This design comes from an exercise in tuning for small area on the open sky130 flow, not from production work. Only simulation tests tie the RTL to the original design; equivalence was not proved. Power is estimated from default activity; no workload was simulated.

<file path="flow/design.v">
module adder(output logic signed [7:0] result, 
                   input logic signed [7:0] a, b
);
    assign result = a + b;
endmodule
module signed_mult(output logic signed [15:0] result, 
                   input logic signed [7:0] a, b
);
    assign result = a * b;
endmodule
module mem (
    output logic [7:0] dout_re,    
    output logic [7:0] dout_im,    
    input  logic [2:0] address     
);
    always_comb begin
        case (address)
            3'd0: begin dout_re = 8'b01111111; dout_im = 8'b00000000; end  
            3'd1: begin dout_re = 8'b01011011; dout_im = 8'b10100101; end  
            3'd2: begin dout_re = 8'b00000000; dout_im = 8'b10000000; end  
            3'd3: begin dout_re = 8'b10100101; dout_im = 8'b10100101; end  
            3'd4: begin dout_re = 8'b10000000; dout_im = 8'b00000000; end  
            3'd5: begin dout_re = 8'b10100101; dout_im = 8'b01011011; end  
            3'd6: begin dout_re = 8'b01111111; dout_im = 8'b01111111; end  
            default: begin dout_re = 8'b01011011; dout_im = 8'b01011011; end  
        endcase
    end
endmodule
module debounce(
    input  logic clk,
    input  logic nReset,
    input  logic raw,
    output logic debounced
);
    parameter integer DEBOUNCE_TIME = 15;
    localparam integer CW = $clog2(DEBOUNCE_TIME + 1);
    logic [CW-1:0] counter;   
    logic        last_raw;
    always_ff @(posedge clk, negedge nReset) begin
        if (!nReset) begin
            counter    <= '0;
            last_raw   <= 1'b0;
            debounced  <= 1'b0;
        end else begin
            if (raw != last_raw) begin
                counter  <= '0;
                last_raw <= raw;
            end else if (counter < DEBOUNCE_TIME) begin
                counter <= counter + 1'b1;
            end else begin
                debounced <= raw;
            end
        end
    end
endmodule
module controller(
    output logic store_W, store_B, 
    output logic calc_ReWB, 
    output logic calc_ImY,
    output logic calc_ImZ,
    output logic store_A,
    output logic calc_ReZ2,
    output logic calc_ReZ,
    output logic calc_ReY,
    output logic display_ReY, display_ImY, display_ReZ, display_ImZ, clear,
    input  logic Clock,
    input  logic nReset,
    input  logic ReadyIn   
);
    typedef enum logic [4:0] {
        IDLE, WAITW, READW, WAITB, READB, 
        CALC_REWB, 
        CALC_IMY,  
        CALC_IMZ,    
        WAITA, 
        READA,      
        CALC_REZ2,  
        CALC_REZ,   
        CALC_REY,   
        DISPLAY_REY,
        DISPLAY_IMY,
        DISPLAY_REZ,
        DISPLAY_IMZ
    } state_t;
    state_t state;
    always_ff @(posedge Clock, negedge nReset) begin
        if (!nReset)
            state <= IDLE;
        else begin
            case (state)
                IDLE:      if (ReadyIn == 0) state <= WAITW; 
                WAITW:     if (ReadyIn == 1) state <= READW;
                READW:     if (ReadyIn == 0) state <= WAITB;
                WAITB:     if (ReadyIn == 1) state <= READB;
                READB:     state <= CALC_REWB;
                CALC_REWB: state <= CALC_IMY;
                CALC_IMY:  state <= CALC_IMZ;
                CALC_IMZ:  if (ReadyIn == 0) state <= WAITA;
                WAITA:     if (ReadyIn == 1) state <= READA;
                READA:     state <= CALC_REZ2;
                CALC_REZ2: state <= CALC_REZ;
                CALC_REZ:  state <= CALC_REY;
                CALC_REY:  state <= DISPLAY_REY;
                DISPLAY_REY: if (ReadyIn == 0) state <= DISPLAY_IMY;
                DISPLAY_IMY: if (ReadyIn == 1) state <= DISPLAY_REZ;
                DISPLAY_REZ: if (ReadyIn == 0) state <= DISPLAY_IMZ;
                DISPLAY_IMZ: if (ReadyIn == 1) state <= IDLE;
                default:   state <= IDLE;
            endcase
        end
    end
    always_comb begin
        clear       = 0;
        store_W     = 0;
        store_B     = 0;
        calc_ReWB   = 0;
        calc_ImY    = 0;
        calc_ImZ    = 0;
        store_A     = 0;
        calc_ReZ2   = 0;
        calc_ReZ    = 0;
        calc_ReY    = 0;
        display_ReY = 0;
        display_ImY = 0;
        display_ReZ = 0;
        display_ImZ = 0;
        case (state)
            IDLE:       clear = 1;
            READW:      store_W = 1;
            READB:      store_B = 1;
            CALC_REWB:  calc_ReWB = 1;
            CALC_IMY:   calc_ImY  = 1;
            CALC_IMZ:   calc_ImZ  = 1;
            READA:      store_A   = 1;
            CALC_REZ2:  calc_ReZ2 = 1;
            CALC_REZ:   calc_ReZ  = 1;
            CALC_REY:   calc_ReY  = 1;
            DISPLAY_REY: display_ReY = 1;
            DISPLAY_IMY: display_ImY = 1;
            DISPLAY_REZ: display_ReZ = 1;
            DISPLAY_IMZ: display_ImZ = 1;
            default:    ; 
        endcase
    end
endmodule
module datapath (
    output logic [7:0] result,
    input  logic [7:0] dataIn,
    input  logic       Clock, nReset,
    input  logic store_W, store_B, 
    input  logic calc_ReWB, calc_ImY, calc_ImZ, 
    input  logic store_A,
    input  logic calc_ReZ2, calc_ReZ, calc_ReY,
    input  logic display_ReY, display_ImY, display_ReZ, display_ImZ,
    input  logic clear
);
    logic signed [7:0] Re_W, Im_W, Re_A, Re_B, Re_WB, Re_WB_2, Re_Y, Im_Y, Re_Z, Im_Z;
    wire [7:0] ReW_mem, ImW_mem;
    mem mem_inst(.dout_re(ReW_mem), .dout_im(ImW_mem), .address(dataIn[2:0]));
    logic signed [7:0]  input_a, input_b;
    logic signed [15:0] mult_result;
    logic signed [7:0]  adder_result;
    signed_mult mult_inst(.result(mult_result), .a(input_a), .b(input_b));
    adder add_inst(.result(adder_result), .a(input_a), .b(input_b));
    always_ff @(posedge Clock or negedge nReset) begin
        if (!nReset) begin
            result <= 0;
            Re_W   <= 0;
            Im_W   <= 0;
            Re_A   <= 0;
            Re_B   <= 0;
            Re_WB  <= 0;
            Re_WB_2<= 0;
            Re_Y   <= 0;
            Im_Y   <= 0;
            Re_Z   <= 0;
            Im_Z   <= 0;
        end 
        else begin
            if(clear) 
                result <= 0;
            else if(store_W) begin
                Re_W  <= ReW_mem;
                Im_W  <= ImW_mem;
            end
            else if(store_B)   Re_B <= dataIn;
            else if(store_A)   Re_A <= dataIn;
            if (calc_ReWB)  Re_WB  <= mult_result[14:7];
            if (calc_ImY)   Im_Y   <= mult_result[14:7];
            if (calc_ImZ)   Im_Z   <= adder_result;
            if (calc_ReY)   Re_Y   <= adder_result;
            if (calc_ReZ2)  Re_WB_2<= adder_result;
            if (calc_ReZ)   Re_Z   <= adder_result;
            if      (display_ReY) result <= Re_Y;
            else if (display_ImY) result <= Im_Y;
            else if (display_ReZ) result <= Re_Z;
            else if (display_ImZ) result <= Im_Z;
        end
    end
    always_comb begin
        input_a  = '0;
        input_b  = '0;
        if (calc_ReWB) begin
            input_a = Re_W; 
            input_b = Re_B;
        end
        if (calc_ImY) begin
            input_a = Im_W;
            input_b = Re_B;
        end
        if (calc_ImZ) begin
            input_a = ~Im_Y;
            input_b = 1;
        end
        if (calc_ReY) begin
            input_a = Re_A;
            input_b = Re_WB;
        end
        if (calc_ReZ2) begin
            input_a = ~Re_WB;
            input_b = 1;
        end
        if (calc_ReZ) begin
            input_a = Re_A;
            input_b = Re_WB_2;
        end
    end
endmodule
module fft_butterfly(
    output logic [7:0] result,
    input  logic       Clock,
    input  logic       nReset,  
    input  logic       ReadyIn, 
    input  logic [7:0] dataIn
);
    logic debouncedReady;
    logic       store_W, store_B;
    logic       calc_ReWB, calc_ImY, calc_ImZ;
    logic       store_A;
    logic       calc_ReZ2, calc_ReZ, calc_ReY;
    logic       display_ReY, display_ImY, display_ReZ, display_ImZ;
    logic       clear;
    debounce debouncer (
        .clk(Clock),
        .nReset(nReset),
        .raw(ReadyIn),
        .debounced(debouncedReady)
    );
    controller ctrl (
        .store_W(store_W),
        .store_B(store_B),
        .calc_ReWB(calc_ReWB),
        .calc_ImY(calc_ImY),
        .calc_ImZ(calc_ImZ),
        .store_A(store_A),
        .calc_ReZ2(calc_ReZ2),
        .calc_ReZ(calc_ReZ),
        .calc_ReY(calc_ReY),
        .display_ReY(display_ReY),
        .display_ImY(display_ImY),
        .display_ReZ(display_ReZ),
        .display_ImZ(display_ImZ),
        .clear(clear),
        .Clock(Clock),
        .nReset(nReset),
        .ReadyIn(debouncedReady)
    );
    datapath datapath_inst ( 
        .result(result),
        .dataIn(dataIn),
        .Clock(Clock),
        .nReset(nReset),
        .store_W(store_W),
        .store_B(store_B),
        .calc_ReWB(calc_ReWB),
        .calc_ImY(calc_ImY),
        .calc_ImZ(calc_ImZ),
        .store_A(store_A),
        .calc_ReZ2(calc_ReZ2),
        .calc_ReZ(calc_ReZ),
        .calc_ReY(calc_ReY),
        .display_ReY(display_ReY),
        .display_ImY(display_ImY),
        .display_ReZ(display_ReZ),
        .display_ImZ(display_ImZ),
        .clear(clear)
    );
endmodule
</file>
<file path="flow/constraint.sdc">
create_clock -name core_clock -period 10.0 [get_ports {Clock}]
set_input_delay 2.0000 -clock core_clock [delete_from_list [all_inputs] [get_ports {Clock}]]
set_output_delay 2.0000 -clock core_clock [all_outputs]
set_load 0.01 [all_outputs]
</file>
<file path="flow/run.sh">
#!/bin/bash
# synth_recipe.tcl (not shown) runs the flow's synth.tcl, then flattens the netlist and writes it again
# the make line also repeats each setting of config.mk as NAME=value (left out here)
make -C /OpenROAD-flow-scripts/flow DESIGN_CONFIG=/design/flow/config.mk WORK_HOME=/design/flow/orfs CLKGATE_MAP_FILE= SYNTH_SCRIPT=/design/flow/synth_recipe.tcl finish
</file>
<file path="flow/config.mk">
export PLATFORM = sky130hd
export DESIGN_NAME = fft_butterfly
export DESIGN_NICKNAME = fft_butterfly
export VERILOG_FILES = /design/flow/design.v
export SDC_FILE = /design/flow/constraint.sdc
export NUM_CORES = 4
export LEC_CHECK = 0
export CAP_MARGIN = 20
export CORE_MARGIN = 2
export CORE_UTILIZATION = 40
export SLEW_MARGIN = 20
</file>
==> results.txt <==
## final cells by class
class                   count  share of cell area, %
clock buffers               9                  2.995
repair buffers             21                  2.662
well taps                 220                  3.661
multi-input cells         516                  55.34
inverters                  86                  4.293
flip-flops and latches     91                  30.28
clock inverters             7                 0.7654
## per-layer routing
metal	vias to the layer above	global-route usage [%]
met5	-	0
met4	0	5.729
met3	20	2.955
met2	120	32.57
met1	2541	26.06
li1	2392	-
## cell usage after synthesis, types with 6 or more instances
cell type    n  area [um^2]
nor2b_1      9        56.30
a22oi_1     15        112.6
nand2_1    100        375.4
dfrtp_1     91         2277
ha_1        33        412.9
o21ai_0     17        85.08
a21oi_1     30        150.1
clkbuf_1    14        52.55
mux2i_1      7        70.07
xor2_1       9        78.83
nand3_1     14        70.07
inv_1       81        304.0
nor3_1       6        30.03
a21o_1       6        45.04
mux2_2      46        518.0
xnor2_1     18        157.7
nor2_1      82        307.8
fa_1        51         1021
buf_2        9        45.04
## kinds of logic after synthesis
group / count (synthesis)
compound gates: 107
xor+xnor: 28
fa+ha+maj: 84
buf+inv: 114
flops: 91
mux: 54
simple gates: 243
## state kept, by name, indices dropped and copies added, names as in the netlist
name / count
debouncer.counter: 4
datapath_inst.Re_B: 8
datapath_inst.Re_A: 8
datapath_inst.Im_Z: 8
datapath_inst.Im_Y: 8
datapath_inst.Im_W: 4
datapath_inst.Re_WB_2: 8
debouncer.debounced: 1
datapath_inst.Re_W: 4
datapath_inst.Re_Z: 8
datapath_inst.Re_WB: 8
debouncer.last_raw: 1
ctrl.state: 5
datapath_inst.result: 8
datapath_inst.Re_Y: 8
## power breakdown
part | switching [W] | leakage (nW) | internal, W | total [W]
Combinational | 0.000461 | 2.35 | 0.000322 | 0.000784
Sequential | 0.000117 | 1.14 | 0.000512 | 0.000629
Clock | 0.000153 | 0.135 | 0.000172 | 0.000326
## worst reg2reg max path, cell delays in order, from the launching register on
cell,delay (ps)
dfrtp_1,740
nand2_1,260
nor2_1,890
nand2_1,170
a221oi_2,540
inv_2,110
ha_1,280
fa_1,510
fa_1,530
fa_1,550
inv_1,50
fa_1,530
inv_1,40
ha_1,210
or3_1,380
a21oi_1,120
a21oi_1,170
o41ai_1,600
nor2_1,110
mux2i_1,200
nand3_1,100
## placed cells by master (no fill, tap or decap), types with 7 or more instances in the layout
| cell | n |
|---|---|
| xnor2_1 | 18 |
| mux2_2 | 46 |
| nor2b_1 | 9 |
| xor2_1 | 9 |
| clkbuf_16 | 9 |
| nor2_1 | 82 |
| fa_1 | 51 |
| mux2i_1 | 7 |
| clkdlybuf4s50_1 | 17 |
| ha_1 | 33 |
| o21ai_0 | 17 |
| a22oi_1 | 15 |
| inv_1 | 81 |
| nand3_1 | 14 |
| a21oi_1 | 30 |
| nand2_1 | 100 |
| dfrtp_1 | 91 |
## metrics by stage
step                hold slack [ps]  worst slack [ps]
floorplan                     446.2              4221
global route                  522.3              2239
CTS                           492.3              2861
detailed placement            477.3              2882
global placement              463.7              3162
finish                        491.0              2768
## worst paths after layout
path	from	to	slack, ps	cells after the start
max in group asynchronous	nReset	datapath_inst.Re_Z[3]	7320	2
max reg2reg	ctrl.state[2]	datapath_inst.Im_Y[7]	2770	20
max	ctrl.state[2]	datapath_inst.Im_Y[7]	2770	20
min in group asynchronous	nReset	debouncer.counter[1]	1660	1
min	datapath_inst.Im_W[7]	datapath_inst.Im_W[7]	490	2
min reg2reg	datapath_inst.Im_W[7]	datapath_inst.Im_W[7]	490	2
==> metrics.md <==
| Metric | Value |
|---|---|
| Worst Path Max Fanout | `24` |
| Hpwl dp | `13.22 mm` |
| Iter 0 DRT Violations | `349` |
| Worst-Margin Slew | `1088 ps` |
| First-pass GRT wire length | `27.61 mm` |
| Kind of critical path | `reg -> reg` |
| Core Box Area | `0.01670 mm^2` |
| Synth Area in Compound Gates | `11.23%` |
| Total GRT Usage | `19.37%` |
| VDD IR max | `0.0001013 V` |
| Yosys reg bits | `91` |
| Crit start category | `register` |
| Crit path buf inv count | `3` |
| Die Span Y | `135.2 um` |
| Max Freq | `138.3 MHz` |
| CP max stage delay | `890 ps` |
| Top delay family on crit path | `adder cells` |
| Multi-input gate area in the final layout | `0.004161 mm^2` |
| Mapped Nets | `816` |
| Largest family of logic cells by synthesized area | `adder cells` |
| Number of synthesized flops with an enable pin | `0` |
| Final net count | `820` |
| Met1 WL | `7.502 mm` |
| Initial Utilization | `41.24%` |
| Final Hold Viols | `0` |
| Tmin final | `7232 ps` |
| Met2 Wirelength | `8.160 mm` |
| Tcrit/Tclk final | `72.32%` |
| Fill cell count | `1607` |
| Setup skew after layout | `8.290 ps` |
| TNS Setup | `0 ps` |
| Prevailing post-synth register cell | `dfrtp_1` |
| Cts bufs inserted | `9` |
| CTS tree | `yes` |
| CP dominant cell by count | `fa_1` |
| Port Buf Inserts | `18` |
| Slowest-stage cell, CP | `nor2_1` |
| CP cell instances | `nand2_1 > nor2_1 > nand2_1 > a221oi_2 > inv_2 > ha_1 > fa_1 > fa_1 > fa_1 > inv_1 > fa_1 > inv_1 > ha_1 > or3_1 > a21oi_1 > a21oi_1 > o41ai_1 > nor2_1 > mux2i_1 > nand3_1` |
| Post-synthesis sequential area ratio | `33.06%` |
| Syn-to-layout area delta | `9.173%` |
| Asr flop ratio synth | `100.0%` |
| Post-CTS sizing | `0` |
| Warnings from Yosys | `4` |
| Pre-antenna DRT Iters | `5` |
| Worst min path class | `reg -> reg` |
| Post-Synthesis Cells | `721` |
| Antenna-violating nets left | `0` |
| Ant. Diodes | `0` |
| Leakage | `3.620 nW` |
| Mux share of post-synthesis cell area | `8.756%` |
| Layout cells sized above 1 | `12.05%` |
| Required time of the critical path | `10220 ps` |
| Largest net degree at the start of global routing | `47` |
| Setup Viol. Count Final | `0` |
| PD cells | `231.2 mW/mm^2` |
| Routed Wire Length | `16.72 mm` |
| Adder-cell share of the synthesized area | `20.82%` |
| Max cap viols | `0` |
| H-tree depth | `3` |
| Initial antenna violation count | `0` |
| Top sig layer | `met4` |
| Clock tree buffer depth | `2` |
| Synthesized area per cell | `9.553 um^2` |
| Total Power | `0.001739 W` |
| WP data arrival | `7450 ps` |
| CTS Root Cell | `clkbuf_16` |
| GPL Wtd Cong | `0.9590` |
| Register area | `0.002277 mm^2` |
| Placed insts | `934` |
| Worst slew margin | `27.18%` |
| Total global routing overflow | `0` |
| Routed WL per cell | `17.60 um` |
| Final std cells w/o fill | `950` |
| Clock Sinks | `91` |
| Placed cell area | `0.007232 mm^2` |
| Postcts setup bufs | `0` |
| Post-CTS Hold Fix Bufs | `0` |
| Num ports | `19` |
| Distinct cells, synth | `64` |
| Syn Std Cell Area | `0.006888 mm^2` |
| Fin util | `45.03%` |
| Vias | `5073` |
| Die ar. | `0.01829 mm^2` |
| Die Wd | `135.2 um` |
| Num rows | `47` |
| DR DRC count | `0` |
| Critical Path End Type | `register` |
| Simple-Gate Fraction of Synth Area | `15.88%` |
| Later-pin clock latency in the skew report | `350 ps` |
| Post-route cell area | `0.007520 mm^2` |
| Clk slew on worst S/H paths | `70 ps` |
| Run status | `complete, no violations` |
| XOR/XNOR share of the synthesized area | `3.669%` |
| Number of global-route vias before repair | `5267` |
| Drt via density | `5.340` |
| Met3 WL post-DR | `745 um` |
| Pins Over Slew Limit | `0` |
| RSZ-0062 raised after global routing | `no` |

port drivers added, routing unchanged:
No port has a modelled driver above. Below, the same layout with a new extraction and two added sets of constraints. Step 1 (the two cells are an assumption about what drives the block):
set clk [get_ports {Clock}]
set_driving_cell -lib_cell sky130_fd_sc_hd__clkbuf_16 $clk
set_driving_cell -lib_cell sky130_fd_sc_hd__buf_2 [delete_from_list [all_inputs] $clk]
Step 2, shift: input delay + t, output delay - t, t = (earliest + latest rising clock arrival at the registers) / 2. This alone moves slack from input paths to output paths. Three values: no drivers, after step 1, after step 2; two values: the first two.
t, ns: 0.379
slack for setup (ns): 2.768 / 2.768 / 2.768
worst register clock-pin slew, ns: 0.07 / 0.07
After both steps setup and hold are still met in this run. The setup slack of this run moves by 0.000 ns with the drivers and by 0.000 ns with both steps.
